This design comes from an exercise in tuning for small area on the open sky130 flow, not from production work.
The RTL was checked by simulation tests, not by an equivalence proof against the original design.
Power figures rest on the tool's default switching activity, not on a simulated workload.

## flow/design.v (module list and top-level ports; edited modules follow where they fit)
// module transposed_filter: 1587 lines
// module fa: 4 lines
// module ha: 4 lines
// module hn: 4 lines
// module fa1: 4 lines
// module fa1n: 4 lines
// module mxi: 3 lines
// module gxor: 3 lines
// module gxnor: 3 lines
// module gnor: 3 lines
// module gorb: 3 lines
// module gnand: 3 lines
// module gor: 3 lines
module transposed_filter(
  input signed [15:0] noisy_signal,
  input clk, rst,
  output signed [31:0] filtered_signal
  );
  // ...
==> flow/flow/run.sh <==
#!/bin/bash
# Own flow: the standard layout (standard.sh, unchanged synthesis, floorplan,
# power grid, placement and routing), with two settings passed to ORFS:
#  - port buffers use the smallest buffer cell instead of the one buffer_ports picks;
#  - clock tree synthesis without dummy loads, clkbuf_4 buffers and clusters of up to 11 sinks.
set -euo pipefail
export BUFFER_PORTS_ARGS="-buffer_cell sky130_fd_sc_hd__buf_1"
export CTS_ARGS="-sink_clustering_enable -repair_clock_nets -dont_use_dummy_load -buf_list sky130_fd_sc_hd__clkbuf_4 -sink_clustering_size 11 -sink_clustering_max_diameter 40"
bash standard.sh > standard.log 2>&1
==> flow/standard.sh <==
#!/bin/bash
# synth_recipe.tcl (not shown) runs the flow's synth.tcl, then flattens the netlist and writes it again
# the make line also repeats each setting of config.mk as NAME=value (left out here)
make -C /OpenROAD-flow-scripts/flow DESIGN_CONFIG=/design/flow/config.mk WORK_HOME=/design/flow/orfs CLKGATE_MAP_FILE= SYNTH_SCRIPT=/design/flow/synth_recipe.tcl "${@:-finish}"
==> flow/config.mk <==
export PLATFORM = sky130hd
export DESIGN_NAME = transposed_filter
export DESIGN_NICKNAME = transposed_filter
export VERILOG_FILES = /design/flow/design.v
export SDC_FILE = /design/flow/constraint.sdc
export NUM_CORES = 4
export LEC_CHECK = 0
export CAP_MARGIN = 20
export CORE_MARGIN = 2
export CORE_UTILIZATION = 40
export SLEW_MARGIN = 20
export SYNTH_HIERARCHICAL = 1
==> flow/constraint.sdc <==
create_clock -name core_clock -period 10.0 [get_ports {clk}]
set_input_delay 2.0000 -clock core_clock [delete_from_list [all_inputs] [get_ports {clk}]]
set_output_delay 2.0000 -clock core_clock [all_outputs]
set_load 0.01 [all_outputs]
==> reports/qor.log, run 1 <==
INFO  routing        postRouteAntennaNets=0
INFO  routing        post_drt_wl_per_cell=21.5microns
INFO  cells_and_area clock_buffers=50
INFO  cells_and_area final_cell_count_no_fill=2386
INFO  timing         max_clock_freq=107MHz
INFO  hold_path      holdPathStages=1
INFO  routing        routed.top_layer=met4
INFO  global_routing grt_remaining_overflow=0
INFO  cts            postcts_resize_cnt=0
INFO  setup_path     cp.arrival=9950ps
INFO  setup_path     crit-reg2reg-capture=ya[6]
INFO  global_routing groute.layer.met3.usage=3.58%
INFO  global_routing met1_usage=26.1%
INFO  placed_design  detailedPlace.worstSlack=658ps
INFO  floorplan      io-pin-count=50
INFO  power          power.sequential.fraction=24.1%
INFO  cells_and_area final_core_utilization=43.2%
INFO  setup_path     crit_path_max_incr_delay=710ps
INFO  cells_and_area inv_count=160
INFO  status         result_of_the_run=no timing/DRC/antenna violations
INFO  cts            clock_tree.root_cell=sky130_fd_sc_hd__clkbuf_4
INFO  global_routing gr-usage-all-layers=19.2%
INFO  setup_path     cpMaxStageDelayCell=sky130_fd_sc_hd__fa_1
INFO  floorplan      fp.dieH=241microns
INFO  logic_synthesis synth_top_family_by_area=adder cells
INFO  power          power_per_cell_area=297nW/um^2
INFO  power          power.share.switching=43.3%
INFO  floorplan      dieWidth=241microns
INFO  hold_path      hold_path.startpoint=d16[12]
INFO  logic_synthesis synth-compound-area-share=0%
INFO  cts            postcts_setup_bufs=0
INFO  setup_path     worst_path_most_repeated_cell=sky130_fd_sc_hd__fa_1
INFO  routing        detailroute.wirelength.met2=25700microns
INFO  global_routing maximum_number_of_pins_on_one_net_before_global_route_repair=82
INFO  logic_synthesis cell_count_after_synthesis=1548
INFO  setup_path     worst_setup_path_class=reg -> reg
INFO  logic_synthesis synthDominantAreaCellType=sky130_fd_sc_hd__fa_1
INFO  setup_path     setup.reg_to_reg.worst_slack=680ps
==> run 2, diff against run 1 <==
==> flow/flow/run.sh (replaced) <==
#!/bin/bash
# Own flow: the standard layout (standard.sh, unchanged synthesis, floorplan,
# power grid, placement and routing), with two settings passed to ORFS:
#  - port buffers use the smallest buffer cell instead of the one buffer_ports picks;
#  - clock tree synthesis without dummy loads, clkbuf_4 buffers and clusters of up to 10 sinks.
set -euo pipefail
export BUFFER_PORTS_ARGS="-buffer_cell sky130_fd_sc_hd__buf_1"
export CTS_ARGS="-sink_clustering_enable -repair_clock_nets -dont_use_dummy_load -buf_list sky130_fd_sc_hd__clkbuf_4 -sink_clustering_size 10 -sink_clustering_max_diameter 40"
bash standard.sh > standard.log 2>&1
==> reports/qor.log, run 2 <==
INFO  status         result_of_the_run=no timing/DRC/antenna violations
INFO  power          static-leakage-power=9.74nW
INFO  cts            postcts_setup_bufs=0 [unchanged]
INFO  power          ir_drop=0.000539V
INFO  cts            clock_tree.root_cell=sky130_fd_sc_hd__clkbuf_4
INFO  cells_and_area final_core_utilization=43.2% [about the same]
INFO  setup_path     cp-end-kind=flop
INFO  cts            htreeDepth=2
INFO  setup_path     worst_setup_path_class=reg -> reg
INFO  cts            postcts_resize_cnt=0 [unchanged]
INFO  logic_synthesis synth_most_common_cell=sky130_fd_sc_hd__fa_1
INFO  cells_and_area largest_register=yb
INFO  global_routing gr-usage-all-layers=19.2% [about the same]
INFO  logic_synthesis seq_cells_post_synth=340
INFO  routing        drc=0
INFO  timing         max_slew.worst_pin.slew=1130ps
INFO  timing         rsz0062_at_grt=no
INFO  cts            cts_made_buffers=51
INFO  cells_and_area layout-drive-gt1-share=3.79%
INFO  cells_and_area largest_registers_in_the_final_layout=yb: 20 flops, ya: 19 flops
INFO  cts            maximum_count_of_clock_buffers_along_a_single_path=3
INFO  cells_and_area flip_flop_count_of_the_largest_register_all_copies_and_words_added=20
INFO  cells_and_area mostFrequentLayoutCells=641 x sky130_fd_sc_hd__fa_1, 340 x sky130_fd_sc_hd__dfxtp_1, 159 x sky130_fd_sc_hd__inv_1, 145 x sky130_fd_sc_hd__nor2_1, 134 x sky130_fd_sc_hd__nand2_1
INFO  logic_synthesis synth.top_cells.by_count=641 x sky130_fd_sc_hd__fa_1, 340 x sky130_fd_sc_hd__dfxtp_1, 160 x sky130_fd_sc_hd__inv_1
INFO  routing        postRouteWirelength=51300microns
INFO  cts            cts.sink_count=340
INFO  cts            clk_pin_slew_worst_paths=100ps
INFO  setup_path     critical_path.startpoint_type=flop
INFO  logic_synthesis synth-warning-count=7
INFO  cells_and_area layout.cells.most_common=sky130_fd_sc_hd__fa_1
INFO  logic_synthesis synth_flop_cell=sky130_fd_sc_hd__dfxtp_1
INFO  timing         finalClockSkew=87.5ps
INFO  placed_design  detailedPlace.worstSlack=658ps [unchanged]
INFO  cts            post_cts_hold_buffer_count=0
INFO  global_routing global_route_wire_length_before_repair=80100microns
INFO  placed_design  weighted_congestion_reported_at_the_end_of_routability_driven_placement=0.909
INFO  routing        first_pass_iters=5
INFO  logic_synthesis postSynthAreaPerCell=14.5squm
INFO  timing         finalWorstPathRequiredPeriod=9330ps
INFO  logic_synthesis cell_count_after_synthesis=1548 [unchanged]
INFO  timing         relSlewSlack=24.9%
INFO  floorplan      die_outline_area=58100squm
INFO  placed_design  dpl_cell_area=23500squm
INFO  floorplan      io-pin-count=50 [unchanged]
INFO  floorplan      dieWidth=241microns [unchanged]
INFO  logic_synthesis yosysUniqueCellTypes=17
INFO  logic_synthesis post_synthesis_net_count=2248
INFO  global_routing grt_remaining_overflow=0 [unchanged]
INFO  setup_path     crit_path_max_incr_delay=710ps [about the same]
INFO  routing        post_drt_wl_per_cell=21.5microns [about the same]
INFO  timing         max_clock_freq=107MHz [about the same]
INFO  timing         drv_slew=0
INFO  timing         fin_hold_viols=0
INFO  logic_synthesis synthDominantCellAreaShare=57.1%
INFO  placed_design  portBuffers=49
INFO  setup_path     cpMaxStageDelayCell=sky130_fd_sc_hd__fa_1
INFO  cells_and_area fin_nets=2339
INFO  hold_path      worstHoldPathType=reg -> reg
INFO  global_routing antenna_violations_before_repair=1
INFO  setup_path     worst_path_most_repeated_cell=sky130_fd_sc_hd__fa_1
INFO  floorplan      core_box_area=55300squm
INFO  setup_path     maximum_fanout_along_the_worst_path=3
INFO  setup_path     crit_path_cell_trace=ha_1 > fa_1 > fa_1 > fa_1 > fa_1 > fa_1 > fa_1 > fa_1 > fa_1 > inv_1 > fa_1 > fa_1 > fa_1 > inv_1 > fa_1 > fa_1 > fa_1 > ha_1 > fa_1 > ha_1 > fa_1 > fa_1 > fa_1
INFO  power          power_per_cell_area=296nW/um^2 [-0.16%]
INFO  setup_path     worstPathRequired=10620ps
INFO  timing         final.setup.tns=0ps
INFO  global_routing maximum_number_of_pins_on_one_net_before_global_route_repair=82 [unchanged]
INFO  logic_synthesis synth_area=22500squm
INFO  timing         setup_ws=671ps
INFO  cells_and_area final_cell_area=23900squm
INFO  routing        detail_route.vias_per_cell=4.67
INFO  logic_synthesis sequential_fraction_of_the_synthesis_area=30.3%
INFO  cts            clkLatencyLatePin=790ps
INFO  timing         finalSetupViolations=0
INFO  floorplan      rows=86
INFO  setup_path     cp.arrival=9950ps [about the same]
INFO  cells_and_area synthToLayoutAreaGrowth=6.34%
INFO  floorplan      fp.dieH=241microns [unchanged]
INFO  routing        num_vias=11200
INFO  floorplan      starting_density_of_the_core=40.6%
INFO  routing        detailedRoute.firstIterationViolations=508
INFO  logic_synthesis synth_top_cells_by_area=sky130_fd_sc_hd__fa_1 57%, sky130_fd_sc_hd__dfxtp_1 30%, sky130_fd_sc_hd__inv_1 2.7%
INFO  run            timing.max_cap.violations=0
INFO  cts            clock_tree_from_tritoncts=built
INFO  routing        postRouteAntennaNets=0 [unchanged]
INFO  logic_synthesis synthDominantAreaCellType=sky130_fd_sc_hd__fa_1
INFO  logic_synthesis synth_edf_count=0
INFO  global_routing grt_pass1_vias=13400
INFO  timing         timing.final.crit_share=93.3%
INFO  logic_synthesis synth-async-reset-ratio=0%
INFO  placed_design  post-dp-hpwl=44800microns
-- run 2: Yosys stat by module, one instance, submodules excluded --
module,copies in the design,area [sq um]
gnor,11,3.75
transposed_filter,1,8220
fa,641,20.0
gxor,11,8.76
gxnor,16,8.76
gnand,134,3.75
gor,9,6.26
gorb,1,6.26
mxi,6,10.0
ha,41,12.5
-- run 2: metrics by stage --
stage	hold slack [ps]	total power [W]	std cells
floorplan	334	0.00530	1548
global placement	341	0.00655	2334
detailed placement	343	0.00665	2334
CTS	322	0.00738	2385
global route	328	0.00823	2387
finish	322	0.00708	2387
-- run 2: power breakdown --
group	internal (W)	total [W]	switching [W]
logic	0.00214	0.00469	0.00255
clock network	0.000232	0.000684	0.000452
registers	0.00165	0.00171	0.0000592
-- run 2: layout make-up --
class,instances,area [sq um]
Fill cell,5151,31400
Multi-Input combinational cell,1030,14900
Sequential cell,340,6810
Tap cell,748,936
Inverter,160,602
Clock buffer,51,383
Timing Repair Buffer,56,240
Antenna cell,2,5.00
-- run 2: path summary, 6_finish.rpt --
check	to	from	cells past startpoint	slack, ps
setup / recovery	ya[6]	d5[0]	23	670
hold / removal	d15[12]	d14[12]	1	320
setup reg to reg	ya[6]	d5[0]	23	670
hold reg to reg	d15[12]	d14[12]	1	320
-- run 2: worst max-delay path, delay by kind of cell (launching register included) --
kind,cells,cell delay (ps)
buffers and inverters,2,100
flip-flops,1,340
adder cells (fa/ha/maj),21,8690
-- run 2: kinds of logic after synthesis --
| logic type | after synthesis | share of synthesized area (%) |
|---|---|---|
| adder cells (fa/ha/maj) | 682 | 59.4 |
| flip-flops | 340 | 30.3 |
| AND/OR/NAND/NOR | 315 | 5.67 |
| buffers and inverters | 178 | 3.31 |
| XOR/XNOR | 27 | 1.05 |
| multiplexers | 6 | 0.267 |
-- run 2: per-layer routing --
metal / vias to the layer above / routed length [microns] / global-route usage (%)
met5: - / 0 / 0
met4: 0 / 1030 / 4.83
met3: 56 / 2530 / 3.39
met2: 232 / 25700 / 31.8
met1: 6134 / 22000 / 26.3
li1: 4731 / - / -

-- re-timing with driven ports --
The flow's constraints put no driver on any port. The routed layouts listed below were extracted and timed again, unchanged, in two steps.
Step 1: set_driving_cell puts a clkbuf_16 on clk and a buf_2 on each other input, an assumption about the parent block.
Step 2 also shifts input and output timing later by t, the mid clock arrival at the registers, as if the neighbouring blocks saw the same clock.
Three values: no drivers, after step 1, after step 2; two values: the first two.
run	shift t [ns]	slack for setup (ns)	worst setup path at the end	latest minus earliest clock arrival (ns)
run 1	0.809	0.679 / 0.679 / 0.679	register to register	0.121 / 0.122
run 2	0.809	0.671 / 0.671 / 0.671	register to register	0.108 / 0.109
After both steps every run listed still meets setup and hold.
